This is an optimization exercise on Yosys and OpenROAD, whose aim is small area, a short achievable clock period and few clock cycles per item, not a production implementation.
At most, simulation tests tie the RTL to the original design; equivalence was not proved.
Only the layout flow was run in run 2; the RTL was not checked for function there.
No activity file was given, so power comes from the tool's default toggle rates.

==> flow/design.v (outline; a module is shown in full before it is edited, if it fits) <==
// module krnl_ro_rtl_counter: 57 lines
// module krnl_ro_rtl_fifo: 43 lines
// module krnl_ro_rtl_multiply: 1611 lines
// module krnl_ro_rtl_axi_read_master: 190 lines
// module krnl_ro_rtl_axi_write_master: 190 lines
// module krnl_ro_rtl_control_s_axi: 236 lines
// module krnl_ro_rtl_int: 349 lines
// module krnl_ro_rtl: 137 lines
module krnl_ro_rtl #( 
  parameter integer  C_S_AXI_CONTROL_DATA_WIDTH = 32,
  parameter integer  C_S_AXI_CONTROL_ADDR_WIDTH = 7,
  parameter integer  C_M_AXI_GMEM_ID_WIDTH = 2,
  parameter integer  C_M_AXI_GMEM_ADDR_WIDTH = 64,
  parameter integer  C_M_AXI_GMEM_DATA_WIDTH = 32
)
(
  input  wire  ap_clk,
  input  wire  ap_rst_n,
  output wire                                 m_axi_gmem_AWVALID,
  input  wire                                 m_axi_gmem_AWREADY,
  output wire [C_M_AXI_GMEM_ADDR_WIDTH-1:0]   m_axi_gmem_AWADDR,
  output wire [C_M_AXI_GMEM_ID_WIDTH - 1:0]   m_axi_gmem_AWID,
  output wire [7:0]                           m_axi_gmem_AWLEN,
  output wire [2:0]                           m_axi_gmem_AWSIZE,
  output wire [1:0]                           m_axi_gmem_AWBURST,
  output wire [1:0]                           m_axi_gmem_AWLOCK,
  output wire [3:0]                           m_axi_gmem_AWCACHE,
  output wire [2:0]                           m_axi_gmem_AWPROT,
  output wire [3:0]                           m_axi_gmem_AWQOS,
  output wire [3:0]                           m_axi_gmem_AWREGION,
  output wire                                 m_axi_gmem_WVALID,
  input  wire                                 m_axi_gmem_WREADY,
  output wire [C_M_AXI_GMEM_DATA_WIDTH-1:0]   m_axi_gmem_WDATA,
  output wire [C_M_AXI_GMEM_DATA_WIDTH/8-1:0] m_axi_gmem_WSTRB,
  output wire                                 m_axi_gmem_WLAST,
  // ...
==> flow/flow/run.sh <==
#!/bin/bash
# The standard layout with two changes to how it is made:
# - repair_timing is asked to leave SETUP_SLACK_MARGIN ns of setup slack at
#   the design's clock period, so the layout is timed for a shorter period
#   than the one it is checked at (the SDC is the standard flow's own, unchanged);
# - every input and output port still gets a buffer, but a plain buf cell
#   that the resizer may size up, not the delay buffer buffer_ports picks.
set -euo pipefail
bash standard.sh SETUP_SLACK_MARGIN=15.5 \
  "BUFFER_PORTS_ARGS=-buffer_cell sky130_fd_sc_hd__buf_1" finish > flow_make.log 2>&1
==> flow/standard.sh <==
#!/bin/bash
# synth_recipe.tcl (not shown) runs the flow's synth.tcl, then flattens the netlist and writes it again
# the make line also repeats each setting of config.mk as NAME=value (left out here)
make -C /OpenROAD-flow-scripts/flow DESIGN_CONFIG=/design/flow/config.mk WORK_HOME=/design/flow/orfs CLKGATE_MAP_FILE= SYNTH_SCRIPT=/design/flow/synth_recipe.tcl "${@:-finish}"
==> flow/config.mk <==
export PLATFORM = sky130hd
export DESIGN_NAME = krnl_ro_rtl
export DESIGN_NICKNAME = krnl_ro_rtl
export VERILOG_FILES = /design/flow/design.v
export SDC_FILE = /design/flow/constraint.sdc
export NUM_CORES = 4
export LEC_CHECK = 0
export ABC_AREA = 1
export CAP_MARGIN = 30
export CORE_MARGIN = 2
export CORE_UTILIZATION = 40
export SLEW_MARGIN = 20
export TNS_END_PERCENT = 0
==> flow/constraint.sdc <==
create_clock -name core_clock -period 20.0 [get_ports {ap_clk}]
set_input_delay 4.0000 -clock core_clock [delete_from_list [all_inputs] [get_ports {ap_clk}]]
set_output_delay 4.0000 -clock core_clock [all_outputs]
set_load 0.01 [all_outputs]
==> notes.md, run 1 <==
The flow ran to the end and the layout has no timing, DRC or antenna violations. The number of antenna repair diodes is 6. The later pin in the worst-skew pair is clocked with a latency of 0.75 ns. In this run the critical register-to-register path is launched from inst_krnl_ro_rtl_int.r_one[8]. The tightest min-delay check is of the flip-flop to flip-flop type. The final clock period utilization by the worst path came out at 27.10%.

The share of flip-flops with an asynchronous set or reset came out at 0%. The H-tree generated during clock tree synthesis spans 3 levels. Using the TritonRoute via totals, the vias-per-cell ratio works out to 5.540. The post-synthesis cell area came out at 52320 sq um. Once placement finished, the instance area stood at 54320 sq um. The number of nets with antenna violations after detailed routing is 0.

The overall power came out at 7.288 mW. Routability-driven placement finished with a final weighted congestion of 0.9171. The post-synthesis share of cell area spent on xor and xnor gates is 6.462%. The met2 layer wire length in the routed design came out at 80.94 mm.

In this run the number of cells on the critical path is 1. After the last flow step, the layout net total stands at 6872. Data arrives at the worst endpoint at 1.42 ns. Summing the sequential cell areas from Yosys gives 41.04% of the chip area. Of the cells placed in the final design, the portion with a size suffix greater than 1 is 6.772%. The post-synthesis share of cell area spent on and, or, nand and nor gates came out at 12.84%.

Data on the critical path is required at its endpoint by 16.00 ns. The worst-case vdd ir drop came out at 0.1297 mV. The number of flip-flops in the largest register came out at 66. The total routed wirelength came out at 187.4 mm. The die area came out at 133700 sq um.
Testbench counts, summed over its fixed seeds: cycles 18,719, items 5,627.
==> module krnl_ro_rtl_int, before the edit <==
module krnl_ro_rtl_int #( 
  parameter integer  C_S_AXI_CONTROL_DATA_WIDTH = 32,
  parameter integer  C_S_AXI_CONTROL_ADDR_WIDTH = 7,
  parameter integer  C_M_AXI_GMEM_ID_WIDTH = 1,
  parameter integer  C_M_AXI_GMEM_ADDR_WIDTH = 64,
  parameter integer  C_M_AXI_GMEM_DATA_WIDTH = 32
)
(
  input  wire  ap_clk,
  input  wire  ap_rst_n,
  output wire                                 m_axi_gmem_AWVALID,
  input  wire                                 m_axi_gmem_AWREADY,
  output wire [C_M_AXI_GMEM_ADDR_WIDTH-1:0]   m_axi_gmem_AWADDR,
  output wire [C_M_AXI_GMEM_ID_WIDTH - 1:0]   m_axi_gmem_AWID,
  output wire [7:0]                           m_axi_gmem_AWLEN,
  output wire [2:0]                           m_axi_gmem_AWSIZE,
  output wire [1:0]                           m_axi_gmem_AWBURST,
  output wire [1:0]                           m_axi_gmem_AWLOCK,
  output wire [3:0]                           m_axi_gmem_AWCACHE,
  output wire [2:0]                           m_axi_gmem_AWPROT,
  output wire [3:0]                           m_axi_gmem_AWQOS,
  output wire [3:0]                           m_axi_gmem_AWREGION,
  output wire                                 m_axi_gmem_WVALID,
  input  wire                                 m_axi_gmem_WREADY,
  output wire [C_M_AXI_GMEM_DATA_WIDTH-1:0]   m_axi_gmem_WDATA,
  output wire [C_M_AXI_GMEM_DATA_WIDTH/8-1:0] m_axi_gmem_WSTRB,
  output wire                                 m_axi_gmem_WLAST,
  output wire                                 m_axi_gmem_ARVALID,
  input  wire                                 m_axi_gmem_ARREADY,
  output wire [C_M_AXI_GMEM_ADDR_WIDTH-1:0]   m_axi_gmem_ARADDR,
  output wire [C_M_AXI_GMEM_ID_WIDTH-1:0]     m_axi_gmem_ARID,
  output wire [7:0]                           m_axi_gmem_ARLEN,
  output wire [2:0]                           m_axi_gmem_ARSIZE,
  output wire [1:0]                           m_axi_gmem_ARBURST,
  output wire [1:0]                           m_axi_gmem_ARLOCK,
  output wire [3:0]                           m_axi_gmem_ARCACHE,
  output wire [2:0]                           m_axi_gmem_ARPROT,
  output wire [3:0]                           m_axi_gmem_ARQOS,
  output wire [3:0]                           m_axi_gmem_ARREGION,
  input  wire                                 m_axi_gmem_RVALID,
  output wire                                 m_axi_gmem_RREADY,
  input  wire [C_M_AXI_GMEM_DATA_WIDTH - 1:0] m_axi_gmem_RDATA,
  input  wire                                 m_axi_gmem_RLAST,
  input  wire [C_M_AXI_GMEM_ID_WIDTH - 1:0]   m_axi_gmem_RID,
  input  wire [1:0]                           m_axi_gmem_RRESP,
  input  wire                                 m_axi_gmem_BVALID,
  output wire                                 m_axi_gmem_BREADY,
  input  wire [1:0]                           m_axi_gmem_BRESP,
  input  wire [C_M_AXI_GMEM_ID_WIDTH - 1:0]   m_axi_gmem_BID,
  input  wire                                    s_axi_control_AWVALID,
  output wire                                    s_axi_control_AWREADY,
  input  wire [C_S_AXI_CONTROL_ADDR_WIDTH-1:0]   s_axi_control_AWADDR,
  input  wire                                    s_axi_control_WVALID,
  output wire                                    s_axi_control_WREADY,
  input  wire [C_S_AXI_CONTROL_DATA_WIDTH-1:0]   s_axi_control_WDATA,
  input  wire [C_S_AXI_CONTROL_DATA_WIDTH/8-1:0] s_axi_control_WSTRB,
  input  wire                                    s_axi_control_ARVALID,
  output wire                                    s_axi_control_ARREADY,
  input  wire [C_S_AXI_CONTROL_ADDR_WIDTH-1:0]   s_axi_control_ARADDR,
  output wire                                    s_axi_control_RVALID,
  input  wire                                    s_axi_control_RREADY,
  output wire [C_S_AXI_CONTROL_DATA_WIDTH-1:0]   s_axi_control_RDATA,
  output wire [1:0]                              s_axi_control_RRESP,
  output wire                                    s_axi_control_BVALID,
  input  wire                                    s_axi_control_BREADY,
  output wire [1:0]                              s_axi_control_BRESP,
  output wire                                    interrupt 
);
localparam integer LP_RD_BURST_LEN = 2;    
localparam integer LP_LOG_RD_BURST = 1;
localparam integer LP_WQ_DEPTH     = 2;    
localparam integer LP_LEN_W        = 13;   
logic        areset;
logic        start;
logic        done;
logic [63:0] a, b, c, ro_in;
logic [31:0] length_r;
wire  [LP_LEN_W-1:0] len = length_r[LP_LEN_W-1:0];
always @(posedge ap_clk) begin
  areset <= ~ap_rst_n;
end
krnl_ro_rtl_control_s_axi #(
  .C_S_AXI_ADDR_WIDTH ( C_S_AXI_CONTROL_ADDR_WIDTH ),
  .C_S_AXI_DATA_WIDTH ( C_S_AXI_CONTROL_DATA_WIDTH )
)
inst_krnl_ro_control_s_axi (
  .ACLK           ( ap_clk                ),
  .ARESET         ( areset                ),
  .ARESET_NEXT    ( ~ap_rst_n             ),
  .AWADDR         ( s_axi_control_AWADDR  ),
  .AWVALID        ( s_axi_control_AWVALID ),
  .AWREADY        ( s_axi_control_AWREADY ),
  .WDATA          ( s_axi_control_WDATA   ),
  .WSTRB          ( s_axi_control_WSTRB   ),
  .WVALID         ( s_axi_control_WVALID  ),
  .WREADY         ( s_axi_control_WREADY  ),
  .BRESP          ( s_axi_control_BRESP   ),
  .BVALID         ( s_axi_control_BVALID  ),
  .BREADY         ( s_axi_control_BREADY  ),
  .ARADDR         ( s_axi_control_ARADDR  ),
  .ARVALID        ( s_axi_control_ARVALID ),
  .ARREADY        ( s_axi_control_ARREADY ),
  .RDATA          ( s_axi_control_RDATA   ),
  .RRESP          ( s_axi_control_RRESP   ),
  .RVALID         ( s_axi_control_RVALID  ),
  .RREADY         ( s_axi_control_RREADY  ),
  .interrupt      ( interrupt             ),
  .ap_start_pulse ( start                 ),
  .ap_done        ( done                  ),
  .a              ( a                     ),
  .b              ( b                     ),
  .c              ( c                     ),
  .length_r       ( length_r              ),
  .ro_in          ( ro_in                 )
);
assign m_axi_gmem_AWID     = {C_M_AXI_GMEM_ID_WIDTH{1'b0}};
assign m_axi_gmem_AWSIZE   = 3'd2;
assign m_axi_gmem_AWBURST  = 2'b01;
assign m_axi_gmem_AWLOCK   = 2'b00;
assign m_axi_gmem_AWCACHE  = 4'b0011;
assign m_axi_gmem_AWPROT   = 3'b000;
assign m_axi_gmem_AWQOS    = 4'b0000;
assign m_axi_gmem_AWREGION = 4'b0000;
assign m_axi_gmem_ARSIZE   = 3'd2;
assign m_axi_gmem_ARBURST  = 2'b01;
assign m_axi_gmem_ARLOCK   = 2'b00;
assign m_axi_gmem_ARCACHE  = 4'b0011;
assign m_axi_gmem_ARPROT   = 3'b000;
assign m_axi_gmem_ARQOS    = 4'b0000;
assign m_axi_gmem_ARREGION = 4'b0000;
assign m_axi_gmem_WSTRB    = {C_M_AXI_GMEM_DATA_WIDTH/8{1'b1}};
assign m_axi_gmem_BREADY   = 1'b1;
logic                arvalid_r;
logic                awvalid_r;
logic [63:2]         axaddr_r;
logic [7:0]          axlen_r;
logic [1:0]          axid_r;
logic                ax_more;   
logic [1:0]          ax_sel;    
logic [LP_LEN_W-2:0] ax_off;    
wire                ax_hs    = (arvalid_r & m_axi_gmem_ARREADY) | (awvalid_r & m_axi_gmem_AWREADY);
wire                ax_load  = start | (ax_hs & ax_more);
wire [LP_LEN_W-1:0] ax_rem_c = len - {1'b0, ax_off};    
wire                ax_wr    = (ax_sel == 2'd3);
wire                rd_last  = (ax_rem_c <= LP_RD_BURST_LEN);
wire                wr_last  = (ax_rem_c <= 13'd256);
logic [63:0]        ax_base;
always_comb begin
  case (ax_sel)
    2'd0:    ax_base = ro_in;
    2'd1:    ax_base = a;
    2'd2:    ax_base = b;
    default: ax_base = c;
  endcase
end
always @(posedge ap_clk) begin
  if (areset) begin
    arvalid_r <= 1'b0;
    awvalid_r <= 1'b0;
    ax_more   <= 1'b0;
    ax_sel    <= 2'd0;
    ax_off    <= '0;
  end
  else begin
    if (ax_load) begin
      arvalid_r <= ~ax_wr;
      awvalid_r <= ax_wr;
    end
    else if (ax_hs) begin
      arvalid_r <= 1'b0;
      awvalid_r <= 1'b0;
    end
    if (ax_load) begin
      ax_more <= ~(ax_wr & wr_last);
      if (ax_wr) begin
        ax_sel <= wr_last ? 2'd0 : 2'd3;
        ax_off <= wr_last ? '0 : ax_off + 12'd256;
      end
      else if (ax_sel == 2'd2) begin
        ax_sel <= rd_last ? 2'd3 : 2'd0;
        ax_off <= rd_last ? '0 : ax_off + LP_RD_BURST_LEN;
      end
      else begin
        ax_sel <= ax_sel + 1'b1;
      end
    end
  end
  if (ax_load) begin
    axaddr_r <= ax_base[63:2] + {50'b0, ax_off};
    axlen_r  <= ax_wr ? (wr_last ? ax_rem_c[7:0] - 1'b1 : 8'hFF)
                      : (rd_last ? {7'b0, ax_rem_c[LP_LOG_RD_BURST-1:0] - 1'b1} : LP_RD_BURST_LEN - 1);
    axid_r   <= ax_sel;
  end
end
assign m_axi_gmem_ARVALID = arvalid_r;
assign m_axi_gmem_ARADDR  = {axaddr_r, 2'b00};
assign m_axi_gmem_ARLEN   = axlen_r;
assign m_axi_gmem_ARID    = axid_r;
assign m_axi_gmem_AWVALID = awvalid_r;
assign m_axi_gmem_AWADDR  = {axaddr_r, 2'b00};
assign m_axi_gmem_AWLEN   = axlen_r;
logic        rready_r;
logic        r_x, r_y, r_z;    
logic [15:0] r_neg, r_one, r_two;
logic        m_y, m_z;         
logic [31:0] m_s, m_c;
logic        last_x;           
logic [31:0] slot0, slot1;
logic [1:0]  q_n;
logic [31:0] r_raw;
logic [31:0] mul_s, mul_c;
wire  [32:0] rdx  = {m_axi_gmem_RDATA, 1'b0};
wire         r_in = m_axi_gmem_RVALID & rready_r;
always @(posedge ap_clk) begin
  for (int j = 0; j < 16; j++) begin
    r_neg[j] <= rdx[2*j+2];
    r_one[j] <= rdx[2*j+1] ^ rdx[2*j];
    r_two[j] <= (rdx[2*j+2] & ~rdx[2*j+1] & ~rdx[2*j]) | (~rdx[2*j+2] & rdx[2*j+1] & rdx[2*j]);
  end
  if (areset) begin
    r_x    <= 1'b0;
    r_y    <= 1'b0;
    r_z    <= 1'b0;
    m_y    <= 1'b0;
    m_z    <= 1'b0;
    last_x <= 1'b0;
  end
  else begin
    r_x <= r_in & (m_axi_gmem_RID == 2'd0);
    r_y <= r_in & (m_axi_gmem_RID == 2'd1);
    r_z <= r_in & (m_axi_gmem_RID == 2'd2);
    m_y <= r_y;
    m_z <= r_z;
    if (r_in) last_x <= (m_axi_gmem_RID == 2'd0);
  end
  m_s <= mul_s;
  m_c <= mul_c;
end
always_comb begin
  for (int j = 0; j < 16; j++) begin
    r_raw[2*j+1] = r_neg[j];
    r_raw[2*j]   = r_one[j] ^ ((j > 0) ? r_neg[(j > 0) ? j-1 : 0] : 1'b0);
  end
end
krnl_ro_rtl_multiply inst_mul (
  .a    ( slot0 ),
  .bneg ( r_neg ),
  .bone ( r_one ),
  .btwo ( r_two ),
  .s    ( mul_s ),
  .c    ( mul_c )
);
wire [31:0] prod = m_s + m_c;
wire       q_pop  = r_y | r_z;
wire [1:0] q_left = q_n - q_pop;
always @(posedge ap_clk) begin
  if (areset | start)
    q_n <= 2'd0;
  else
    q_n <= q_left + (r_x | m_y);
  if (r_x && q_left == 2'd0)
    slot0 <= r_raw;
  else if (m_y && q_left == 2'd0)
    slot0 <= prod;
  else if (q_pop)
    slot0 <= slot1;
  if (r_x && q_left == 2'd1)
    slot1 <= r_raw;
  else if (m_y && q_left == 2'd1)
    slot1 <= prod;
end
wire                 res_v = m_z;
logic [LP_LEN_W-1:0] w_rem;
logic [7:0]          w_cnt;
wire                 res_l = (w_rem == 1) | (w_cnt == 8'hFF);
always @(posedge ap_clk) begin
  if (start) begin
    w_rem <= len;
    w_cnt <= '0;
  end
  else if (res_v) begin
    w_rem <= w_rem - 1'b1;
    w_cnt <= w_cnt + 1'b1;
  end
end
localparam integer LP_WQ_AW = (LP_WQ_DEPTH > 1) ? $clog2(LP_WQ_DEPTH) : 1;
logic                  wvalid_r;
logic [31:0]           wdata_r;
logic                  wlast_r;
logic [32:0]           wq [LP_WQ_DEPTH];
logic [LP_WQ_AW-1:0]   wq_wp, wq_rp;
logic [LP_WQ_AW:0]     wq_n;
wire w_take    = ~wvalid_r | m_axi_gmem_WREADY;
wire wq_empty  = (wq_n == 0);
wire wq_pop    = w_take & ~wq_empty;
wire res_to_w  = w_take & wq_empty & res_v;
wire wq_push   = res_v & ~res_to_w;
wire [LP_WQ_AW:0] wq_n_next = wq_n + wq_push - wq_pop;
wire wvalid_next = w_take ? (~wq_empty | res_v) : 1'b1;
wire in_z        = r_in & (m_axi_gmem_RID == 2'd2);
wire in_y_single = r_in & (m_axi_gmem_RID == 2'd1) & m_axi_gmem_RLAST & last_x;
wire [2:0] held   = wvalid_r + wq_n;
wire [2:0] held_k = held + m_z + r_z;
wire       w_pop  = wvalid_r & m_axi_gmem_WREADY;
wire       rready_next = !in_y_single &&
                         ((held_k <= LP_WQ_DEPTH - 1) ||
                          (held_k == LP_WQ_DEPTH     && (!in_z || w_pop)) ||
                          (held_k == LP_WQ_DEPTH + 1 && !in_z && w_pop));
always @(posedge ap_clk) begin
  if (areset) begin
    wvalid_r <= 1'b0;
    wq_n     <= '0;
    wq_wp    <= '0;
    wq_rp    <= '0;
    rready_r <= 1'b0;
  end
  else begin
    wvalid_r <= wvalid_next;
    wq_n     <= wq_n_next;
    if (wq_push) wq_wp <= (wq_wp == LP_WQ_DEPTH-1) ? '0 : wq_wp + 1'b1;
    if (wq_pop)  wq_rp <= (wq_rp == LP_WQ_DEPTH-1) ? '0 : wq_rp + 1'b1;
    rready_r <= rready_next;
  end
  if (res_v) wq[wq_wp] <= {res_l, prod};
  if (wq_pop)
    {wlast_r, wdata_r} <= wq[wq_rp];
  else if (res_to_w)
    {wlast_r, wdata_r} <= {res_l, prod};
end
assign m_axi_gmem_RREADY = rready_r;
assign m_axi_gmem_WVALID = wvalid_r;
assign m_axi_gmem_WDATA  = wdata_r;
assign m_axi_gmem_WLAST  = wlast_r;
logic       b_last;    
logic [4:0] b_left;    
assign done = b_last & m_axi_gmem_BVALID;
always @(posedge ap_clk) begin
  if (start)
    b_left <= (len + 13'd255) >> 8;
  else if (m_axi_gmem_BVALID)
    b_left <= b_left - 1'b1;
  if (areset)
    b_last <= 1'b0;
  else if (start)
    b_last <= (len <= 13'd256);
  else if (m_axi_gmem_BVALID)
    b_last <= b_last ? 1'b0 : (b_left == 5'd2);
end
endmodule
==> inputs of run 2 (changes only) <==
--- a/flow/design.v
+++ b/flow/design.v
@@ -2545,3 +2545,3 @@
 logic        r_x, r_y, r_z;    
-logic [15:0] r_neg, r_one, r_two;
+logic [31:0] r_d;
 logic        m_y, m_z;         
@@ -2551,12 +2551,7 @@
 logic [1:0]  q_n;
-logic [31:0] r_raw;
+logic [15:0] b_neg, b_one, b_two;
 logic [31:0] mul_s, mul_c;
-wire  [32:0] rdx  = {m_axi_gmem_RDATA, 1'b0};
 wire         r_in = m_axi_gmem_RVALID & rready_r;
 always @(posedge ap_clk) begin
-  for (int j = 0; j < 16; j++) begin
-    r_neg[j] <= rdx[2*j+2];
-    r_one[j] <= rdx[2*j+1] ^ rdx[2*j];
-    r_two[j] <= (rdx[2*j+2] & ~rdx[2*j+1] & ~rdx[2*j]) | (~rdx[2*j+2] & rdx[2*j+1] & rdx[2*j]);
-  end
+  r_d <= m_axi_gmem_RDATA;
   if (areset) begin
@@ -2580,6 +2575,8 @@
 end
+wire [32:0] rdx = {r_d, 1'b0};
 always_comb begin
   for (int j = 0; j < 16; j++) begin
-    r_raw[2*j+1] = r_neg[j];
-    r_raw[2*j]   = r_one[j] ^ ((j > 0) ? r_neg[(j > 0) ? j-1 : 0] : 1'b0);
+    b_neg[j] = rdx[2*j+2];
+    b_one[j] = rdx[2*j+1] ^ rdx[2*j];
+    b_two[j] = (rdx[2*j+2] & ~rdx[2*j+1] & ~rdx[2*j]) | (~rdx[2*j+2] & rdx[2*j+1] & rdx[2*j]);
   end
@@ -2588,5 +2585,5 @@
   .a    ( slot0 ),
-  .bneg ( r_neg ),
-  .bone ( r_one ),
-  .btwo ( r_two ),
+  .bneg ( b_neg ),
+  .bone ( b_one ),
+  .btwo ( b_two ),
   .s    ( mul_s ),
@@ -2603,3 +2600,3 @@
   if (r_x && q_left == 2'd0)
-    slot0 <= r_raw;
+    slot0 <= r_d;
   else if (m_y && q_left == 2'd0)
@@ -2609,3 +2606,3 @@
   if (r_x && q_left == 2'd1)
-    slot1 <= r_raw;
+    slot1 <= r_d;
   else if (m_y && q_left == 2'd1)
@@ -2675,6 +2672,12 @@
 assign m_axi_gmem_WLAST  = wlast_r;
-logic       b_last;    
-logic [4:0] b_left;    
-assign done = b_last & m_axi_gmem_BVALID;
+logic       busy;
+logic [4:0] b_left;
+assign done = busy & m_axi_gmem_BVALID & (b_left == 5'd1);
 always @(posedge ap_clk) begin
+  if (areset)
+    busy <= 1'b0;
+  else if (start)
+    busy <= 1'b1;
+  else if (done)
+    busy <= 1'b0;
   if (start)
@@ -2683,8 +2686,2 @@
     b_left <= b_left - 1'b1;
-  if (areset)
-    b_last <= 1'b0;
-  else if (start)
-    b_last <= (len <= 13'd256);
-  else if (m_axi_gmem_BVALID)
-    b_last <= b_last ? 1'b0 : (b_left == 5'd2);
 end
==> run 2 against run 1 <==
Effect of this change: routed wire length shrank 0.24%; final cell count rose by 0.12%; total power is 1.0% lower; synthesized cell count fell by 0.11%; sequential power about the same; via count decreased by 0.52%; count of clock-buffer cells in the layout decreased by 11; worst hold slack better by 0.0014 ns; sequential share of layout area down 0.92 points.
==> notes.md, run 2 <==
Outcome: complete, no violations (unchanged). The setup slack at placement is 13.39 ns (was 13.86 ns). The number of nets with antenna violations after detailed routing came out at 0 (unchanged).

The most common flop cell mapped by yosys is dfxtp_1 (unchanged). The DRC violations left is 0 (unchanged). The maximum buffer depth of the clock tree is 3 (unchanged). The total of buffers placed on input and output ports is 313 (unchanged). The DRC violation total after the first TritonRoute iteration came out at 4865 (was 5381).

The final net count came out at 6889 (was 6872). The highest cell delay on the worst timing path is 0.52 ns (was 0.49 ns). Cells traversed along the worst timing path: clkbuf_2 (unchanged).

The number of buffers created by CTS came out at 101 (was 104). The clock tree from TritonCTS is built (unchanged). The via count of the first global-routing pass came to 42490 (was 42410). The area of the core is 129300 sq um (was 129600 sq um).

The detailed-routing iteration count for the pre-antenna-repair pass is 6 (was 8). The kind of start point of the critical path is a flip-flop (unchanged). The final clock period utilization by the worst path is 27.23% (was 27.10%). The setup skew after layout came out at 0.07803 ns (was 0.03841 ns). The count of hold buffers inserted by post-cts repair is 0 (unchanged).

The worst-case vdd ir drop came out at 0.1005 mV (was 0.1297 mV). The global route total overflow is 0 (unchanged). The vias per cell was 5.505 (was 5.540). The count of max-cap constraint violations came out at 0 (unchanged). The final cell area excluding filler cells came out at 59010 sq um (was 58370 sq um). The maximum number of pins on one net before global-route repair came out at 170 (was 204).

The global placer's final weighted congestion is 0.9542 (was 0.9171). The area growth from synthesis to layout was 13.47% (was 11.57%). The row count was 132 (unchanged).

The most frequent cell after synthesis is inv_1 (unchanged). The most common cell after layout, fill and taps aside is inv_1 (unchanged). The clock-pin slew reported for the worst setup and hold paths after clock tree synthesis is 0.06 ns (was 0.07 ns). The post-placement cell count was 8074 (was 8070). The number of enable flip-flop cells after synthesis was 299 (unchanged). The average wire length per cell after detail routing came out at 22.45 um (was 22.53 um). The overall power came to 7.215 mW (was 7.288 mW). The beginning of the worst register-to-register path is inst_krnl_ro_rtl_int.r_d[7] (was inst_krnl_ro_rtl_int.r_one[8]).

The mean area per synthesized cell is 8.204 sq um (was 8.244 sq um). The final critical path time including I/O delays and setup came out at 5.446 ns (was 5.419 ns). The register bit total from synthesis is 907 (was 923). The leakage component of the power came out at 23.28 nW (was 23.06 nW). The area used by multi-input combinational logic is 25650 sq um (was 25240 sq um). The kind of path behind the tightest hold check is flip-flop to flip-flop (unchanged).

The endpoint required time on the critical path is 16.00 ns (about the same). The gate count of the mapped netlist is 6339 (was 6346). The standard cell with the maximum stage delay on the critical path is edfxtp_1 (unchanged). The worst-case headroom to the max-slew limit is 27.46% (was 27.99%). The number of warning messages in the yosys log came out at 2 (unchanged). The clock net sink count is 907 (was 923). The number of failing hold endpoints at the final stage was 0 (unchanged).

The buffer and inverter count on the worst path is 1 (unchanged). Unrepaired setup endpoints after global routing: true (unchanged). The share of the synthesized area in the top cell type is 23.41% (was 23.88%).

The total routed wirelength is 186.9 mm (was 187.4 mm). The starting density of the core was 40.21% (was 40.35%). The die area was 132900 sq um (was 133700 sq um). The slew at the pin closest to its max-slew limit came to 1.077 ns (was 1.069 ns). The number of ports placed on the die boundary came out at 379 (unchanged).

The number of vias after detailed routing is 45848 (was 46086). Most frequent cells after synthesis: 871 x inv_1, 837 x nand2_1, 620 x o21ai_0, 608 x dfxtp_1, 485 x nor2_1 (was 915 x inv_1, 744 x nand2_1, 625 x o21ai_0, 624 x dfxtp_1, 511 x nor2_1). The share of flip-flops with an asynchronous set or reset came to 0% (unchanged). The gate family responsible for the most delay along the worst path is flip-flops (unchanged).

The fraction of layout instances using a drive strength above 1 is 7.564% (was 6.772%). Dominant cells by area after synthesis: dfxtp_1 23%, edfxtp_1 17%, fa_1 7.4% (was dfxtp_1 24%, edfxtp_1 17%, fa_1 7.3%). The final setup violation count came out at 0 (unchanged).

The register area is 21190 sq um (was 21490 sq um). The number of non-filler instances in the completed layout came out at 8329 (was 8319). The number of H-tree branching levels is 3 (unchanged). The post-synthesis sequential area ratio came out at 40.67% (was 41.04%). The global-route wire length before repair came out at 270.4 mm (was 273.3 mm). The HPWL after detailed placement was 131.3 mm (was 129.8 mm). The count of pins over their slew limit is 0 (unchanged). The count of distinct cell types in the synthesized netlist is 70 (was 62). The overall fraction of global-route tracks in use was 27.17% (was 27.31%). The number of fill cells is 12655 (was 12755). The buffer type at the clock tree root is clkbuf_16 (unchanged). The post-synthesis cell area came to 52000 sq um (was 52320 sq um).

The chip width is 364.6 um (was 365.7 um). The cell accounting for the most synthesized area was dfxtp_1 (unchanged). The initial antenna violation count is 13 (was 15).

The insertion delay of the later-clocked pin in the worst-skew pair is 0.76 ns (was 0.75 ns). The maximum achievable frequency is 183.6 MHz (was 184.5 MHz). Most used cells in the layout excluding fill and tap cells: 859 x inv_1, 821 x nand2_1, 614 x o21ai_0 (was 896 x inv_1, 738 x nand2_1, 625 x o21ai_0). The number of flip-flops in the largest register came out at 66 (unchanged).

The minimum setup slack in the final design came to 14.55 ns (was 14.58 ns). The register bank with the most flops is inst_krnl_ro_rtl_int.wq (unchanged). The type of the setup path with the least slack was flip-flop to primary output (unchanged).

The data arrival time of the critical path came out at 1.45 ns (was 1.42 ns). The die boundary height came to 364.6 um (was 365.7 um). The maximum fanout encountered on the critical timing path was 1 (was 2).

The post-route setup TNS was 0 ns (unchanged). The kind of end point of the critical path is a primary output (unchanged). The total power density per cell area is 122.3 nW/um^2 (was 124.9 nW/um^2). The cell area after placement is 54150 sq um (was 54320 sq um).
run 2: cell count changes after synthesis, sizes merged, moves of 16 or more:
cell   delta
nor2     -28
dfxtp    -16
nand3    +43
mux2     -20
inv      -39
o21ai    -24
xnor2    +16
xor2     -31
nand2    +89
run 2: logic make-up after synthesis:
kind of cell | share of synthesized area, %
AND/OR/NAND/NOR | 13.96
buffers and inverters | 11.12
AO/OA/AOI/OAI | 18.13
adder cells (fa/ha/maj) | 9.701
multiplexers | 0.1347
XOR/XNOR | 6.263
flip-flops | 40.67
other | 0.01444
run 2: power by group:
group	leakage [nW]	internal [mW]	switching (mW)	total [mW]
Sequential	7.70	2.21	0.0879	2.30
Combinational	13.8	1.00	1.91	2.91
Clock	1.76	1.16	0.844	2.00
run 2: layout make-up:
type | count | area share, %
clock buffer | 132 | 4.900
antenna | 3 | 0.01272
multi-input combinational | 4110 | 43.46
sequential | 907 | 35.91
tap | 1742 | 3.694
clock inverter | 57 | 1.217
timing repair buffer | 459 | 4.790
inverter | 916 | 5.992
timing repair inverter | 3 | 0.02544
run 2: what timing repair did:
action	CTS	global route
pin swaps	5	20
resized for setup	82	68
cloned	7	5
buffers inserted	9	39
endpoints found under the setup margin	411	424
run 2: worst paths after layout:
path | slack [ns] | cells past startpoint | to
setup / recovery | 14.55 | 1 | s_axi_control_RDATA[4]
hold reg to reg | 0.45 | 2 | flip-flop
setup reg to reg | 14.65 | 26 | inst_krnl_ro_rtl_int.m_s[31]
hold / removal | 0.45 | 2 | flip-flop
run 2: layer usage:
| metal | routed length (um) | part of all wire (%) | global-route usage, % | vias up |
|---|---|---|---|---|
| li1 | - | - | - | 21234 |
| met1 | 77470 | 41 | 37.05 | 21866 |
| met2 | 81670 | 44 | 41.31 | 2305 |
| met3 | 19610 | 10 | 6.690 | 431 |
| met4 | 8115 | 4.3 | 10.72 | 12 |
| met5 | 73 | 0.039 | 0 | - |
run 2: metrics by stage:
stage	utilization, %	hold WS, ns
2_1_floorplan	-	0.3258
3_3_place_gp	41.68	0.4332
3_5_place_dp	41.87	0.4385
4_1_cts	45.06	0.4478
5_1_grt	45.63	0.4634
6_report	45.63	0.4473
==> inputs of run 3 (changes only) <==
--- a/flow/design.v
+++ b/flow/design.v
@@ -2482,4 +2482,6 @@
 logic [LP_LEN_W-2:0] ax_off;    
+logic               ar_go;      
+logic               aw_go;      
 wire                ax_hs    = (arvalid_r & m_axi_gmem_ARREADY) | (awvalid_r & m_axi_gmem_AWREADY);
-wire                ax_load  = start | (ax_hs & ax_more);
+wire                ax_load  = start | (ar_go & m_axi_gmem_ARREADY) | (aw_go & m_axi_gmem_AWREADY);
 wire [LP_LEN_W-1:0] ax_rem_c = len - {1'b0, ax_off};    
@@ -2497,2 +2499,5 @@
 end
+wire arvalid_n = ax_load ? ~ax_wr : (arvalid_r & ~ax_hs);
+wire awvalid_n = ax_load ?  ax_wr : (awvalid_r & ~ax_hs);
+wire ax_more_n = ax_load ? ~(ax_wr & wr_last) : ax_more;
 always @(posedge ap_clk) begin
@@ -2501,2 +2506,4 @@
     awvalid_r <= 1'b0;
+    ar_go     <= 1'b0;
+    aw_go     <= 1'b0;
     ax_more   <= 1'b0;
@@ -2506,12 +2513,8 @@
   else begin
+    arvalid_r <= arvalid_n;
+    awvalid_r <= awvalid_n;
+    ar_go     <= arvalid_n & ax_more_n;
+    aw_go     <= awvalid_n & ax_more_n;
+    ax_more   <= ax_more_n;
     if (ax_load) begin
-      arvalid_r <= ~ax_wr;
-      awvalid_r <= ax_wr;
-    end
-    else if (ax_hs) begin
-      arvalid_r <= 1'b0;
-      awvalid_r <= 1'b0;
-    end
-    if (ax_load) begin
-      ax_more <= ~(ax_wr & wr_last);
       if (ax_wr) begin
@@ -2545,3 +2548,3 @@
 logic        r_x, r_y, r_z;    
-logic [31:0] r_d;
+logic [15:0] r_neg, r_one, r_two;
 logic        m_y, m_z;         
@@ -2551,7 +2554,12 @@
 logic [1:0]  q_n;
-logic [15:0] b_neg, b_one, b_two;
+logic [31:0] r_raw;
 logic [31:0] mul_s, mul_c;
+wire  [32:0] rdx  = {m_axi_gmem_RDATA, 1'b0};
 wire         r_in = m_axi_gmem_RVALID & rready_r;
 always @(posedge ap_clk) begin
-  r_d <= m_axi_gmem_RDATA;
+  for (int j = 0; j < 16; j++) begin
+    r_neg[j] <= rdx[2*j+2];
+    r_one[j] <= rdx[2*j+1] ^ rdx[2*j];
+    r_two[j] <= (rdx[2*j+2] & ~rdx[2*j+1] & ~rdx[2*j]) | (~rdx[2*j+2] & rdx[2*j+1] & rdx[2*j]);
+  end
   if (areset) begin
@@ -2575,8 +2583,6 @@
 end
-wire [32:0] rdx = {r_d, 1'b0};
 always_comb begin
   for (int j = 0; j < 16; j++) begin
-    b_neg[j] = rdx[2*j+2];
-    b_one[j] = rdx[2*j+1] ^ rdx[2*j];
-    b_two[j] = (rdx[2*j+2] & ~rdx[2*j+1] & ~rdx[2*j]) | (~rdx[2*j+2] & rdx[2*j+1] & rdx[2*j]);
+    r_raw[2*j+1] = r_neg[j];
+    r_raw[2*j]   = r_one[j] ^ ((j > 0) ? r_neg[(j > 0) ? j-1 : 0] : 1'b0);
   end
@@ -2585,5 +2591,5 @@
   .a    ( slot0 ),
-  .bneg ( b_neg ),
-  .bone ( b_one ),
-  .btwo ( b_two ),
+  .bneg ( r_neg ),
+  .bone ( r_one ),
+  .btwo ( r_two ),
   .s    ( mul_s ),
@@ -2600,3 +2606,3 @@
   if (r_x && q_left == 2'd0)
-    slot0 <= r_d;
+    slot0 <= r_raw;
   else if (m_y && q_left == 2'd0)
@@ -2606,3 +2612,3 @@
   if (r_x && q_left == 2'd1)
-    slot1 <= r_d;
+    slot1 <= r_raw;
   else if (m_y && q_left == 2'd1)
@@ -2636,3 +2642,4 @@
 wire wq_push   = res_v & ~res_to_w;
-wire [LP_WQ_AW:0] wq_n_next = wq_n + wq_push - wq_pop;
+wire [LP_WQ_AW:0] wq_n_next = (wq_push == wq_pop) ? wq_n :
+                              wq_push ? wq_n + 1'b1 : wq_n - 1'b1;
 wire wvalid_next = w_take ? (~wq_empty | res_v) : 1'b1;
@@ -2672,12 +2679,6 @@
 assign m_axi_gmem_WLAST  = wlast_r;
-logic       busy;
-logic [4:0] b_left;
-assign done = busy & m_axi_gmem_BVALID & (b_left == 5'd1);
+logic       b_last;    
+logic [4:0] b_left;    
+assign done = b_last & m_axi_gmem_BVALID;
 always @(posedge ap_clk) begin
-  if (areset)
-    busy <= 1'b0;
-  else if (start)
-    busy <= 1'b1;
-  else if (done)
-    busy <= 1'b0;
   if (start)
@@ -2686,2 +2687,8 @@
     b_left <= b_left - 1'b1;
+  if (areset)
+    b_last <= 1'b0;
+  else if (start)
+    b_last <= (len <= 13'd256);
+  else if (m_axi_gmem_BVALID)
+    b_last <= b_last ? 1'b0 : (b_left == 5'd2);
 end
==> flow/flow/run.sh (replaced) <==
#!/bin/bash
# The standard layout with three changes to how it is made:
# - repair_timing is asked to leave SETUP_SLACK_MARGIN ns of setup slack at
#   the design's clock period, so the layout is timed for a shorter period
#   than the one it is checked at (the SDC is the standard flow's own, unchanged);
# - every input and output port still gets a buffer, but a plain buf cell
#   that the resizer may size up, not the delay buffer buffer_ports picks;
# - clock tree synthesis clusters up to 30 sinks within 40 um per buffer
#   and adds no dummy loads, so the tree has fewer buffers.
set -euo pipefail
bash standard.sh SETUP_SLACK_MARGIN=15.5 \
  "BUFFER_PORTS_ARGS=-buffer_cell sky130_fd_sc_hd__buf_1" \
  "CTS_ARGS=-sink_clustering_enable -repair_clock_nets -dont_use_dummy_load -sink_clustering_size 30 -sink_clustering_max_diameter 40" \
  finish > flow_make.log 2>&1
==> run 3 against run 2 <==
Effect of this change: still clean; final cell count decreased by 1.0%; synthesized cell count increased by 0.14%; critical path depth unchanged; worst hold slack got worse by 0.0065 ns; die area increased by 0.44%; via count decreased by 0.53%; first-iteration DRC count decreased by 1.7%; combinational power decreased by 13%; critical path type unchanged; largest power group unchanged; highest routed layer unchanged.
==> notes.md, run 3 <==
Outcome: complete, no violations (unchanged). The cell area after placement is 54310 sq um (was 54150 sq um). The worst setup slack for register-to-register paths is 14.72 ns (was 14.65 ns).

The post-route setup TNS was 0 ns (unchanged). The global route total overflow is 0 (unchanged). The number of enable flip-flop cells after synthesis is 299 (unchanged). The area growth from synthesis to layout is 11.52% (was 13.47%). The setup skew after layout came out at 0.1150 ns (was 0.07803 ns). The insertion delay of the later-clocked pin in the worst-skew pair came out at 0.80 ns (was 0.76 ns). The post-placement cell count is 8076 (was 8074). The total power density per cell area came out at 118.6 nW/um^2 (was 122.3 nW/um^2). The overall fraction of global-route tracks in use came out at 27.19% (was 27.17%). The gate family responsible for the most delay along the worst path is flip-flops (unchanged). The reported net switching power came out at 2.533 mW (was 2.841 mW). The cell accounting for the most synthesized area is dfxtp_1 (unchanged).

The standard cell with the maximum stage delay on the critical path is edfxtp_1 (unchanged). The beginning of the worst register-to-register path is inst_krnl_ro_rtl_int.r_one[7] (was inst_krnl_ro_rtl_int.r_d[7]). The maximum fanout encountered on the critical timing path is 2 (was 1). The internal power came out at 4.374 mW (about the same). The number of non-filler instances in the completed layout came out at 8245 (was 8329). The routing layer with the top usage in global route is met2 (unchanged). The fraction of layout instances using a drive strength above 1 was 5.723% (was 7.564%). The DRC violations left came out at 0 (unchanged). The buffer type at the clock tree root was clkbuf_16 (unchanged).

The count of pins over their slew limit is 0 (unchanged). The overall power is 6.907 mW (was 7.215 mW). The detailed-routing iteration count for the pre-antenna-repair pass came out at 7 (was 6). The chip width came to 365.4 um (was 364.6 um). The met1 usage in global routing is 37.36% (was 37.05%). The die area is 133500 sq um (was 132900 sq um).

The worst flop-to-flop path endpoint is inst_krnl_ro_rtl_int.m_s[31] (unchanged). The kind of path behind the tightest hold check is flip-flop to flip-flop (unchanged). The via count of the first global-routing pass came out at 42710 (was 42490). The register bit total from synthesis came out at 925 (was 907).

The number of flip-flops in the largest register is 66 (unchanged). The worst-case headroom to the max-slew limit is 24.24% (was 27.46%). The kind of start point of the critical path is a flip-flop (unchanged).

The number of vias after detailed routing is 45603 (was 45848). The most frequent cell after synthesis is inv_1 (unchanged). The row count is 132 (unchanged).

Unrepaired setup endpoints after global routing: true (unchanged). The number of cells on the critical path is 1 (unchanged). The setup slack at placement came to 14.07 ns (was 13.39 ns). The worst-case vdd ir drop was 0.07549 mV (was 0.1005 mV). The share of the synthesized area in the top cell type came out at 23.99% (was 23.41%). The register bank with the most flops is inst_krnl_ro_rtl_int.wq (unchanged). The proportion of power drawn by the clock network came to 30.4% (was 27.8%). The data arrival time of the critical path came to 1.46 ns (was 1.45 ns).

The die boundary height came to 365.4 um (was 364.6 um). Most frequent cells after synthesis: 902 x inv_1, 805 x nand2_1, 626 x dfxtp_1, 625 x o21ai_0, 508 x nor2_1 (was 871 x inv_1, 837 x nand2_1, 620 x o21ai_0, 608 x dfxtp_1, 485 x nor2_1). The share of flip-flops with an asynchronous set or reset came out at 0% (unchanged). The number of warning messages in the yosys log came out at 2 (unchanged).

The global placer's final weighted congestion is 0.9282 (was 0.9542). The number of failing hold endpoints at the final stage is 0 (unchanged). The DRC violation total after the first TritonRoute iteration is 4783 (was 4865).

The kind of end point of the critical path was a primary output (unchanged). Cells traversed along the worst timing path: buf_1 (was clkbuf_2). The clock-pin slew reported for the worst setup and hold paths after clock tree synthesis is 0.05 ns (was 0.06 ns). The clock tree from TritonCTS is built (unchanged). The maximum buffer depth of the clock tree came out at 3 (unchanged).

The final net count came out at 6890 (was 6889). The gate count of the mapped netlist came out at 6348 (was 6339). The HPWL after detailed placement came out at 130.4 mm (was 131.3 mm). The minimum setup slack in the final design is 14.54 ns (was 14.55 ns).

In this run the most critical hold path is launched from inst_krnl_ro_rtl_int.r_y. The cell depth of the worst min-delay path came out at 2 (unchanged). The type of the setup path with the least slack is flip-flop to primary output (unchanged). The clock net sink count came out at 925 (was 907).

The endpoint required time on the critical path is 16.00 ns (about the same). The post-synthesis sequential area ratio is 41.18% (was 40.67%). The final setup violation count was 0 (unchanged). The global-route wire length before repair came out at 271.5 mm (was 270.4 mm).

The total routed wirelength is 184.9 mm (was 186.9 mm). The number of buffers created by CTS is 150 (was 101). The final cell area excluding filler cells came out at 58250 sq um (was 59010 sq um). The count of max-cap constraint violations was 0 (unchanged). Dominant cells by area after synthesis: dfxtp_1 24%, edfxtp_1 17%, fa_1 7.3% (was dfxtp_1 23%, edfxtp_1 17%, fa_1 7.4%). The switching share of total power is 36.67% (was 39.38%). The average wire length per cell after detail routing is 22.43 um (was 22.45 um). The portion of total power attributed to sequential cells is 33.1% (was 31.9%).

The final clock period utilization by the worst path came out at 27.29% (was 27.23%). The number of H-tree branching levels came out at 4 (was 3). The post-synthesis cell area is 52230 sq um (was 52000 sq um). The final critical path time including I/O delays and setup is 5.458 ns (was 5.446 ns). The most common flop cell mapped by yosys is dfxtp_1 (unchanged).

The vias per cell came to 5.531 (was 5.505). The highest cell delay on the worst timing path came to 0.52 ns (about the same). The area of the core is 129500 sq um (was 129300 sq um). The met2 routing resource usage after global routing came out at 40.04% (was 41.31%). For hold timing, the worst endpoint is inst_krnl_ro_rtl_int.m_y. The starting density of the core is 40.34% (was 40.21%). The most common cell after layout, fill and taps aside is inv_1 (unchanged).

Most used cells in the layout excluding fill and tap cells: 897 x inv_1, 800 x nand2_1, 625 x o21ai_0 (was 859 x inv_1, 821 x nand2_1, 614 x o21ai_0). The maximum achievable frequency came out at 183.2 MHz (was 183.6 MHz). The total of buffers placed on input and output ports is 313 (unchanged). The met3 demand-to-capacity share in global routing is 6.615% (was 6.690%). The leakage component of the power came out at 23.24 nW (was 23.28 nW). The number of cells on the worst reg-to-reg path came to 19 (was 26).

The number of nets with antenna violations after detailed routing is 0 (unchanged). The initial antenna violation count came out at 7 (was 13). The buffer and inverter count on the worst path came to 1 (unchanged).

The count of distinct cell types in the synthesized netlist came out at 60 (was 70). The slew at the pin closest to its max-slew limit came out at 1.125 ns (was 1.077 ns). The number of ports placed on the die boundary is 379 (unchanged).

The mean area per synthesized cell is 8.228 sq um (was 8.204 sq um). The maximum number of pins on one net before global-route repair came out at 159 (was 170). The combinational share of power is 36.5% (was 40.3%).
[run 3: cell count changes in the layout (fill, tap and decap cells not counted), moves of 21 or more]
| cell | change |
|---|---|
| clkbuf_16 | +38 |
| clkinv_2 | -22 |
| dfxtp_1 | +27 |
| inv_1 | +38 |
| nand2_1 | -21 |
| nor2_1 | +25 |
[run 3: cell families after synthesis]
logic type,count (synthesis),synth area share (%)
adder cells (fa/ha/maj),285,9.572
multiplexers,25,0.5270
other,2,0.01438
buffers and inverters,1411,11.21
AO/OA/AOI/OAI,1629,17.54
flip-flops,925,41.18
XOR/XNOR,385,6.456
AND/OR/NAND/NOR,1686,13.50
[run 3: repair_timing]
item	4_1_cts	5_1_grt
resized for setup	2	17
buffers inserted	2	11
setup endpoints to repair	402	437
hold buffers	0	0
[run 3: how the worst max path moves through the flow]
stage                                        to  slack (ns)                               from
6_report                  m_axi_gmem_ARADDR[56]       14.54  inst_krnl_ro_rtl_int.axaddr_r[56]
5_1_grt                   m_axi_gmem_ARADDR[55]       14.51  inst_krnl_ro_rtl_int.axaddr_r[55]
4_1_cts                   m_axi_gmem_AWADDR[56]       14.50  inst_krnl_ro_rtl_int.axaddr_r[56]
3_5_place_dp   inst_krnl_ro_rtl_int.wdata_r[16]       14.07                  m_axi_gmem_WREADY
3_3_place_gp   inst_krnl_ro_rtl_int.wdata_r[16]       14.12                  m_axi_gmem_WREADY
2_1_floorplan    inst_krnl_ro_rtl_int.ax_off[3]       14.49                 m_axi_gmem_ARREADY
[run 3: area by class of cell]
type / count / area (sq um)
Timing Repair Buffer: 410 / 1998
Sequential cell: 925 / 21520
Tap cell: 1742 / 2180
Antenna cell: 3 / 7.507
Inverter: 945 / 3591
Fill cell: 12829 / 71230
Multi-Input combinational cell: 4070 / 25210
Clock buffer: 150 / 3754
[run 3: routing by layer]
layer	share of wire, %	wire length [um]
met1	42	78130
met2	42	78110
met3	11	19860
met4	4.7	8780
met5	0.014	25
[run 3: per-stage QoR]
| step | utilization [%] | hold slack [ns] |
|---|---|---|
| 2_1_floorplan | - | 0.3290 |
| 3_3_place_gp | 41.85 | 0.4331 |
| 3_5_place_dp | 41.94 | 0.4379 |
| 4_1_cts | 44.86 | 0.4442 |
| 5_1_grt | 44.98 | 0.4613 |
| 6_report | 44.99 | 0.4408 |
[run 3: power groups by stage]
stage / logic [mW] / clock network (mW) / registers, mW
after CTS: 2.51 / 2.13 / 2.29
after global placement: 2.45 / 0 / 2.32
final: 2.52 / 2.10 / 2.29
after detailed placement: 2.50 / 0 / 2.32
after floorplan: 1.64 / 0 / 2.29
after global routing: 2.83 / 2.20 / 2.29
Testbench counts of run 3, summed over its fixed seeds: cycles 18,719, items 5,627.
==> inputs of run 4 (changes only) <==
--- a/flow/flow/run.sh
+++ b/flow/flow/run.sh
@@ -7,3 +7,3 @@
 #   that the resizer may size up, not the delay buffer buffer_ports picks;
-# - clock tree synthesis clusters up to 30 sinks within 40 um per buffer
+# - clock tree synthesis clusters up to 25 sinks within 60 um per buffer
 #   and adds no dummy loads, so the tree has fewer buffers.
@@ -12,3 +12,3 @@
   "BUFFER_PORTS_ARGS=-buffer_cell sky130_fd_sc_hd__buf_1" \
-  "CTS_ARGS=-sink_clustering_enable -repair_clock_nets -dont_use_dummy_load -sink_clustering_size 30 -sink_clustering_max_diameter 40" \
+  "CTS_ARGS=-sink_clustering_enable -repair_clock_nets -dont_use_dummy_load -sink_clustering_size 25 -sink_clustering_max_diameter 60" \
   finish > flow_make.log 2>&1
==> run 4 against run 3 <==
Effect of this change: still clean; largest cell class unchanged; sequential power barely moved; sequential share of layout area up 0.85 points; count of clock-buffer cells in the layout fell by 53; core utilization decreased by 1.0 points; die area unchanged.
==> notes.md, run 4 <==
The type of the setup path with the least slack is flip-flop to primary output (unchanged). The kind of start point of the critical path is a flip-flop (unchanged). The DRC violations left came out at 0 (unchanged).

The total routed wirelength is 183.9 mm (was 184.9 mm). The standard cell with the maximum stage delay on the critical path is edfxtp_1 (unchanged). The area of the core is 129500 sq um (unchanged). The clock net sink count is 925 (unchanged). The number of failing hold endpoints at the final stage came out at 0 (unchanged). The worst-case headroom to the max-slew limit came out at 29.13% (was 24.24%). The chip width came to 365.4 um (unchanged). The clock tree from TritonCTS was built (unchanged).

The setup skew after layout came out at 0.1140 ns (was 0.1150 ns). The final net count was 6842 (was 6890). The detailed-routing iteration count for the pre-antenna-repair pass came out at 6 (was 7). The data arrival time of the critical path came out at 1.44 ns (was 1.46 ns). The most frequent cell after synthesis was inv_1 (unchanged).

The number of warning messages in the yosys log is 2 (unchanged). The DRC violation total after the first TritonRoute iteration is 4990 (was 4783). The number of buffers created by CTS is 97 (was 150). The post-route setup TNS is 0 ns (unchanged). The share of the synthesized area in the top cell type was 23.99% (unchanged).

The count of distinct cell types in the synthesized netlist is 60 (unchanged). The gate family responsible for the most delay along the worst path is flip-flops (unchanged). The number of enable flip-flop cells after synthesis came to 299 (unchanged). The buffer and inverter count on the worst path is 1 (unchanged). The maximum fanout encountered on the critical timing path came out at 2 (unchanged).

The share of flip-flops with an asynchronous set or reset was 0% (unchanged). The highest cell delay on the worst timing path came out at 0.53 ns (was 0.52 ns). The setup slack at placement is 14.07 ns (unchanged). The number of H-tree branching levels is 3 (was 4).

The fraction of layout instances using a drive strength above 1 is 5.053% (was 5.723%). The met1 usage in global routing is 37.50% (was 37.36%). The total of buffers placed on input and output ports came out at 313 (unchanged). The maximum achievable frequency is 183.9 MHz (was 183.2 MHz). The register bit total from synthesis is 925 (unchanged). The routing layer with the top usage in global route was met2 (unchanged). The row count was 132 (unchanged).

The kind of path behind the tightest hold check is flip-flop to flip-flop (unchanged). The post-layout utilization of the core was 43.98% (was 44.99%). The starting density of the core is 40.34% (unchanged). The kind of end point of the critical path is a primary output (unchanged).

The post-synthesis cell area came out at 52230 sq um (unchanged). The worst-case vdd ir drop came to 0.08847 mV (was 0.07549 mV). The global-route wire length before repair is 270.0 mm (was 271.5 mm). The final cell area excluding filler cells is 56950 sq um (was 58250 sq um).

The overall fraction of global-route tracks in use came out at 26.99% (was 27.19%). The maximum buffer depth of the clock tree is 3 (unchanged). The area growth from synthesis to layout was 9.023% (was 11.52%). The post-synthesis sequential area ratio was 41.18% (unchanged). The die area is 133500 sq um (unchanged). Dominant cells by area after synthesis: dfxtp_1 24%, edfxtp_1 17%, fa_1 7.3% (unchanged). The most common flop cell mapped by yosys is dfxtp_1 (unchanged). The endpoint required time on the critical path is 16.00 ns (about the same).

Most frequent cells after synthesis: 902 x inv_1, 805 x nand2_1, 626 x dfxtp_1, 625 x o21ai_0, 508 x nor2_1 (unchanged). The met2 routing resource usage after global routing came out at 39.87% (was 40.04%). The total power density per cell area is 111.6 nW/um^2 (was 118.6 nW/um^2). The number of vias after detailed routing is 45493 (was 45603). The minimum setup slack in the final design is 14.56 ns (was 14.54 ns). The buffer type at the clock tree root is clkbuf_16 (unchanged). The via count of the first global-routing pass is 42198 (was 42710).

The number of nets with antenna violations after detailed routing was 0 (unchanged). The most common cell after layout, fill and taps aside is inv_1 (unchanged). The global placer's final weighted congestion came out at 0.9282 (unchanged).

The HPWL after detailed placement is 130.4 mm (unchanged). The clock-pin slew reported for the worst setup and hold paths after clock tree synthesis came out at 0.07 ns (was 0.05 ns). The final critical path time including I/O delays and setup is 5.437 ns (was 5.458 ns).

The global route total overflow is 0 (unchanged). Cells traversed along the worst timing path: clkbuf_2 (was buf_1). The gate count of the mapped netlist was 6348 (unchanged).

The count of hold buffers inserted by post-cts repair came to 0 (unchanged). The met3 demand-to-capacity share in global routing came out at 6.293% (was 6.615%). Outcome: complete, no violations (unchanged). The vias per cell came out at 5.550 (was 5.531). The final setup violation count is 0 (unchanged).

The count of pins over their slew limit is 0 (unchanged). The average wire length per cell after detail routing is 22.43 um (about the same). The register bank with the most flops is inst_krnl_ro_rtl_int.wq (unchanged). Unrepaired setup endpoints after global routing: true (unchanged). The number of ports placed on the die boundary is 379 (unchanged). The cell accounting for the most synthesized area is dfxtp_1 (unchanged). The mean area per synthesized cell is 8.228 sq um (unchanged). The initial antenna violation count is 6 (was 7). The slew at the pin closest to its max-slew limit was 1.052 ns (was 1.125 ns). The cell area after placement came out at 54310 sq um (unchanged). The insertion delay of the later-clocked pin in the worst-skew pair came out at 0.75 ns (was 0.80 ns). The final clock period utilization by the worst path came out at 27.18% (was 27.29%).

The count of max-cap constraint violations is 0 (unchanged). The number of flip-flops in the largest register is 66 (unchanged). The die boundary height was 365.4 um (unchanged). The maximum number of pins on one net before global-route repair came to 159 (unchanged). The leakage component of the power came out at 22.59 nW (was 23.24 nW).

Most used cells in the layout excluding fill and tap cells: 895 x inv_1, 800 x nand2_1, 625 x o21ai_0 (was 897 x inv_1, 800 x nand2_1, 625 x o21ai_0).
## run 4: cell counts after synthesis
No cell type changed its count.
## run 4: path summary, 6_finish.rpt
| path | start | slack [ns] | depth (start not counted) | endpoint |
|---|---|---|---|---|
| max | inst_krnl_ro_rtl_int.axaddr_r[56] | 14.56 | 1 | m_axi_gmem_ARADDR[56] |
| min | flip-flop | 0.41 | 2 | flip-flop |
| max reg2reg | inst_krnl_ro_rtl_int.ax_sel[0] | 14.67 | 19 | inst_krnl_ro_rtl_int.axaddr_r[39] |
| min reg2reg | flip-flop | 0.41 | 2 | flip-flop |
## run 4: cell type report
type | count | area [sq um]
multi-input combinational | 4070 | 25210
clock buffer | 97 | 2427
tap | 1742 | 2180
antenna | 3 | 7.507
timing repair inverter | 1 | 5.005
inverter | 945 | 3601
sequential | 925 | 21520
fill | 12937 | 72540
timing repair buffer | 414 | 2003
## run 4: report_power, final
group | switching (mW) | internal (mW) | leakage (nW)
Clock | 0.716 | 0.843 | 1.20
Sequential | 0.0671 | 2.22 | 7.86
Combinational | 1.66 | 0.860 | 13.5
## run 4: worst register-to-register path, delay by kind of cell (launching register included)
kind / cells / cell delay [ns]
adders and majority gates: 1 / 0.17
AOI/OAI and AO/OA: 4 / 0.84
DFF: 1 / 0.36
xor gates and xnor gates: 1 / 0.46
and+or+nand+nor: 8 / 1.74
buffers and inverters: 5 / 1.50
## run 4: per-layer routing
layer  vias to the layer above  share of wire [%]
li1                      20997                  -
met1                     21686                 42
met2                      2358                 42
met3                       448                 10
met4                         4                5.0
met5                         -              0.014
## run 4: what timing repair did
action / CTS / global route
resized for setup: 3 / 14
setup buffers: 4 / 14
cloned: 0 / 1
setup endpoints to repair: 407 / 448
## run 4: through the flow
stage	hold slack (ns)	power (mW)	instances
floorplan	0.3290	3.936	6406
global placement	0.4331	4.767	8068
detailed placement	0.4379	4.819	8076
CTS	0.3999	6.375	8177
global route	0.4461	6.777	8194
finish	0.4054	6.357	8197
## run 4: cell families (layout without fill, tap and decap cells)
logic type,after synthesis,after routing,share of synthesized area (%)
simple gates,1686,1686,13.50
compound gates,1629,1629,17.54
buf+inv,1411,1457,11.21
flops,925,925,41.18
xor+xnor,385,385,6.456
fa+ha+maj,285,285,9.572
mux,25,25,0.5270
other cells,2,63,0.01438
==> inputs of run 5 (changes only) <==
--- a/flow/config.mk
+++ b/flow/config.mk
@@ -7,3 +7,2 @@
 export LEC_CHECK = 0
-export ABC_AREA = 1
 export CAP_MARGIN = 30
==> run 5 against run 4 <==
Effect of this change: largest power group unchanged; still clean; worst setup slack worse by 0.017 ns; highest routed layer unchanged; clock skew is 0.019 ns lower; clock power is 5% lower.
==> notes.md, run 5 <==
The slew at the pin closest to its max-slew limit came to 0.9828 ns (was 1.052 ns). The number of ports placed on the die boundary is 379 (unchanged). The number of warning messages in the yosys log is 2 (unchanged). The HPWL after detailed placement came to 113.7 mm (was 130.4 mm).

The post-placement cell count came to 6910 (was 8076). Most frequent cells after synthesis: 626 x dfxtp_1, 549 x nand2_1, 409 x a21oi_1, 363 x nand3_1, 343 x a22oi_1 (was 902 x inv_1, 805 x nand2_1, 626 x dfxtp_1, 625 x o21ai_0, 508 x nor2_1). Outcome: complete, no violations (unchanged).

The combinational share of power is 40.9% (was 39.6%). The insertion delay of the later-clocked pin in the worst-skew pair was 0.74 ns (was 0.75 ns). The total of buffers placed on input and output ports was 313 (unchanged). The area growth from synthesis to layout is 8.828% (was 9.023%). The initial antenna violation count is 10 (was 6). The share of the synthesized area in the top cell type is 24.42% (was 23.99%). The reported net switching power came out at 2.392 mW (was 2.439 mW).

The kind of end point of the critical path was a primary output (unchanged). Most used cells in the layout excluding fill and tap cells: 616 x dfxtp_1, 548 x nand2_1, 408 x a21oi_1 (was 895 x inv_1, 800 x nand2_1, 625 x o21ai_0). The kind of start point of the critical path is a flip-flop (unchanged). The overall power came out at 6.401 mW (was 6.357 mW).

The post-layout utilization of the core came out at 43.80% (was 43.98%). The proportion of power drawn by the clock network was 23.2% (was 24.5%). The overall fraction of global-route tracks in use is 26.15% (was 26.99%). The clock-pin slew reported for the worst setup and hold paths after clock tree synthesis was 0.07 ns (about the same). The beginning of the worst register-to-register path is inst_krnl_ro_rtl_int.ax_sel[1] (was inst_krnl_ro_rtl_int.ax_sel[0]). The detailed-routing iteration count for the pre-antenna-repair pass is 8 (was 6). The cell depth of the worst min-delay path came out at 2 (unchanged).

The register bank with the most flops is inst_krnl_ro_rtl_int.wq (unchanged). The area of the core is 127500 sq um (was 129500 sq um). The row count came out at 131 (was 132).

Unrepaired setup endpoints after global routing: true (unchanged). The total routed wirelength came out at 176.7 mm (was 183.9 mm). The number of vias after detailed routing is 41634 (was 45493). The via count of the first global-routing pass is 39493 (was 42198). The chip width is 362.2 um (was 365.4 um). The fraction of layout instances using a drive strength above 1 was 6.640% (was 5.053%). Dominant cells by area after synthesis: dfxtp_1 24%, edfxtp_1 17%, fa_1 7.5% (was dfxtp_1 24%, edfxtp_1 17%, fa_1 7.3%). The DRC violation total after the first TritonRoute iteration is 4886 (was 4990).

The mean area per synthesized cell is 9.709 sq um (was 8.228 sq um). The final setup violation count is 0 (unchanged). The share of flip-flops with an asynchronous set or reset is 0% (unchanged). The most common flop cell mapped by yosys is dfxtp_1 (unchanged). The count of distinct cell types in the synthesized netlist came out at 83 (was 60). The count of max-cap constraint violations came to 0 (unchanged).

The gate count of the mapped netlist is 5286 (was 6348). The type of the setup path with the least slack was flip-flop to primary output (unchanged). The number of non-filler instances in the completed layout was 7012 (was 8197). The count of pins over their slew limit came out at 0 (unchanged). The total power density per cell area came out at 114.6 nW/um^2 (was 111.6 nW/um^2). The cell accounting for the most synthesized area is dfxtp_1 (unchanged). The switching share of total power came out at 37.37% (was 38.37%). The global placer's final weighted congestion came to 0.8951 (was 0.9282). The final critical path time including I/O delays and setup is 5.453 ns (was 5.437 ns). The global route total overflow came out at 0 (unchanged). The register bit total from synthesis was 925 (unchanged). The number of flip-flops in the largest register was 66 (unchanged).

The setup skew after layout came to 0.09462 ns (was 0.1140 ns). The endpoint required time on the critical path is 16.00 ns (about the same). The maximum number of pins on one net before global-route repair came out at 89 (was 159). The vias per cell was 5.938 (was 5.550). The most common cell after layout, fill and taps aside is dfxtp_1 (was inv_1). The worst hold slack after final layout is 0.4542 ns (was 0.4054 ns). The post-route setup TNS is 0 ns (unchanged). The number of H-tree branching levels is 3 (unchanged). The final clock period utilization by the worst path is 27.27% (was 27.18%).

The maximum buffer depth of the clock tree came out at 3 (unchanged). The average wire length per cell after detail routing is 25.20 um (was 22.43 um). The number of buffers created by CTS came out at 89 (was 97). The data arrival time of the critical path came to 1.45 ns (was 1.44 ns). The global-route wire length before repair came out at 258.0 mm (was 270.0 mm). The most frequent cell after synthesis is dfxtp_1 (was inv_1). The worst flop-to-flop path endpoint is inst_krnl_ro_rtl_int.axaddr_r[55] (was inst_krnl_ro_rtl_int.axaddr_r[39]). The number of enable flip-flop cells after synthesis is 299 (unchanged). The first element of the critical path is inst_krnl_ro_rtl_int.axaddr_r[16] (was inst_krnl_ro_rtl_int.axaddr_r[56]). The count of hold buffers inserted by post-cts repair is 0 (unchanged).

The DRC violations left is 0 (unchanged). The maximum fanout encountered on the critical timing path was 2 (unchanged). The clock tree from TritonCTS is built (unchanged). The worst-case vdd ir drop came out at 0.1364 mV (was 0.08847 mV).

The leakage component of the power came out at 19.80 nW (was 22.59 nW). The internal power is 4.009 mW (was 3.918 mW). The die area came out at 131200 sq um (was 133500 sq um).

The starting density of the core came to 40.25% (was 40.34%). The post-synthesis cell area came out at 51320 sq um (was 52230 sq um). The worst-case headroom to the max-slew limit came out at 33.97% (was 29.13%).

The kind of path behind the tightest hold check was flip-flop to flip-flop (unchanged). The buffer type at the clock tree root is clkbuf_16 (unchanged). The die boundary height is 362.2 um (was 365.4 um). The worst setup slack for register-to-register paths came out at 14.72 ns (was 14.67 ns). The final net count came out at 5736 (was 6842).

The number of failing hold endpoints at the final stage is 0 (unchanged). The post-synthesis sequential area ratio came out at 41.91% (was 41.18%). The clock net sink count is 925 (unchanged). The number of nets with antenna violations after detailed routing is 0 (unchanged). The number of cells on the worst reg-to-reg path is 12 (was 19). The maximum achievable frequency is 183.4 MHz (was 183.9 MHz). The portion of total power attributed to sequential cells came out at 35.9% (about the same).
-- run 5: cell count changes after synthesis, moves of 65 or more --
| cell | delta |
|---|---|
| inv_1 | -623 |
| xor2_1 | -146 |
| xnor2_1 | +216 |
| nand2_1 | -256 |
| clkbuf_1 | +65 |
| mux2i_1 | +160 |
| a22oi_1 | +338 |
| nor2_1 | -233 |
| nand3_1 | +154 |
| o22ai_1 | -341 |
| o21ai_0 | -513 |
-- run 5: kinds of logic after synthesis --
kind of cell / Yosys count / share of synthesized area, %
xor+xnor: 455 / 7.765
fa+ha+maj: 286 / 9.762
mux: 242 / 6.378
buf+inv: 811 / 7.029
flops: 925 / 41.91
simple gates: 1429 / 12.62
other cells: 2 / 0.01463
compound gates: 1136 / 14.52
-- run 5: layout make-up --
type / count / area, sq um
antenna: 4 / 10.01
clock buffer: 89 / 2227
fill: 12179 / 71670
inverter: 282 / 1071
multi-input combinational: 3608 / 26610
sequential: 925 / 21530
tap: 1662 / 2079
timing repair buffer: 442 / 2327
-- run 5: metrics by stage --
step                      setup slack [ns]  instance area (sq um)
after global placement               14.00                  53320
final                                14.55                  55850
after CTS                            14.50                  55750
after floorplan                      14.46                  51600
after detailed placement             13.93                  53420
after global routing                 14.50                  55840
-- run 5: repair_timing --
item,in CTS,in global routing
endpoints found under the setup margin,442,456
pin swaps,0,0
gates resized for setup,7,10
setup buffers,4,5
-- run 5: worst max path at each step --
| stage | endpoint | slack [ns] |
|---|---|---|
| after floorplan | inst_krnl_ro_rtl_int.ax_off[11] | 14.46 |
| after global placement | inst_krnl_ro_rtl_int.ax_off[3] | 14.00 |
| after detailed placement | inst_krnl_ro_rtl_int.ax_off[3] | 13.93 |
| after CTS | m_axi_gmem_AWADDR[42] | 14.50 |
| after global routing | m_axi_gmem_ARADDR[21] | 14.50 |
| final | m_axi_gmem_ARADDR[16] | 14.55 |
-- run 5: routing by layer --
| layer | part of all wire (%) | track usage, % | up-vias |
|---|---|---|---|
| met4 | 4.7 | 12.06 | 8 |
| met5 | 0.026 | 0 | - |
| met1 | 39 | 33.87 | 20411 |
| met2 | 46 | 41.49 | 2240 |
| li1 | - | - | 18466 |
| met3 | 10 | 5.987 | 509 |
-- run 5: power by group through the flow --
stage | Sequential (mW) | Combinational [mW] | Clock, mW
after floorplan | 2.30 | 1.81 | 0
final | 2.30 | 2.62 | 1.48
after global routing | 2.31 | 2.97 | 1.57
after detailed placement | 2.34 | 2.63 | 0
after CTS | 2.30 | 2.65 | 1.51
after global placement | 2.34 | 2.57 | 0
-- run 5: worst max-delay path: stages, from the launching register on --
cell and delay (ns):
edfxtp_1 0.42, buf_12 0.17, buf_1 0.12

==> afterwards: timing with drivers on the ports <==
The results above use ideal ports. As a check the final layouts listed here were re-extracted and re-timed, cells and wires unchanged.
Step 1 sets driving cells, clkbuf_16 on the clock port and buf_2 on the other inputs (assumed; they add their load-dependent delay and slew).
Step 2 also shifts input and output timing later by t, the mid clock arrival at the registers, as if the neighbouring blocks saw the same clock.
a / b / c = ideal / step 1 / step 2; a / b = the first two.
| run | t (ns) | setup WS [ns] | hold slack, ns |
|---|---|---|---|
| run 1 | 0.806 | 14.581 / 14.507 / 13.955 | 0.446 / 0.446 / 0.446 |
| run 2 | 0.806 | 14.554 / 14.470 / 14.107 | 0.447 / 0.447 / 0.447 |
| run 3 | 0.816 | 14.542 / 14.465 / 14.047 | 0.441 / 0.441 / 0.441 |
| run 4 | 0.774 | 14.563 / 14.485 / 14.039 | 0.405 / 0.405 / 0.405 |
| run 5 | 0.766 | 14.547 / 14.476 / 13.939 | 0.454 / 0.454 / 0.454 |
After both steps setup and hold are still met in every run listed. For run 1, which loses most, drivers alone change the setup slack by -0.074 ns; drivers and shift together by -0.626 ns.
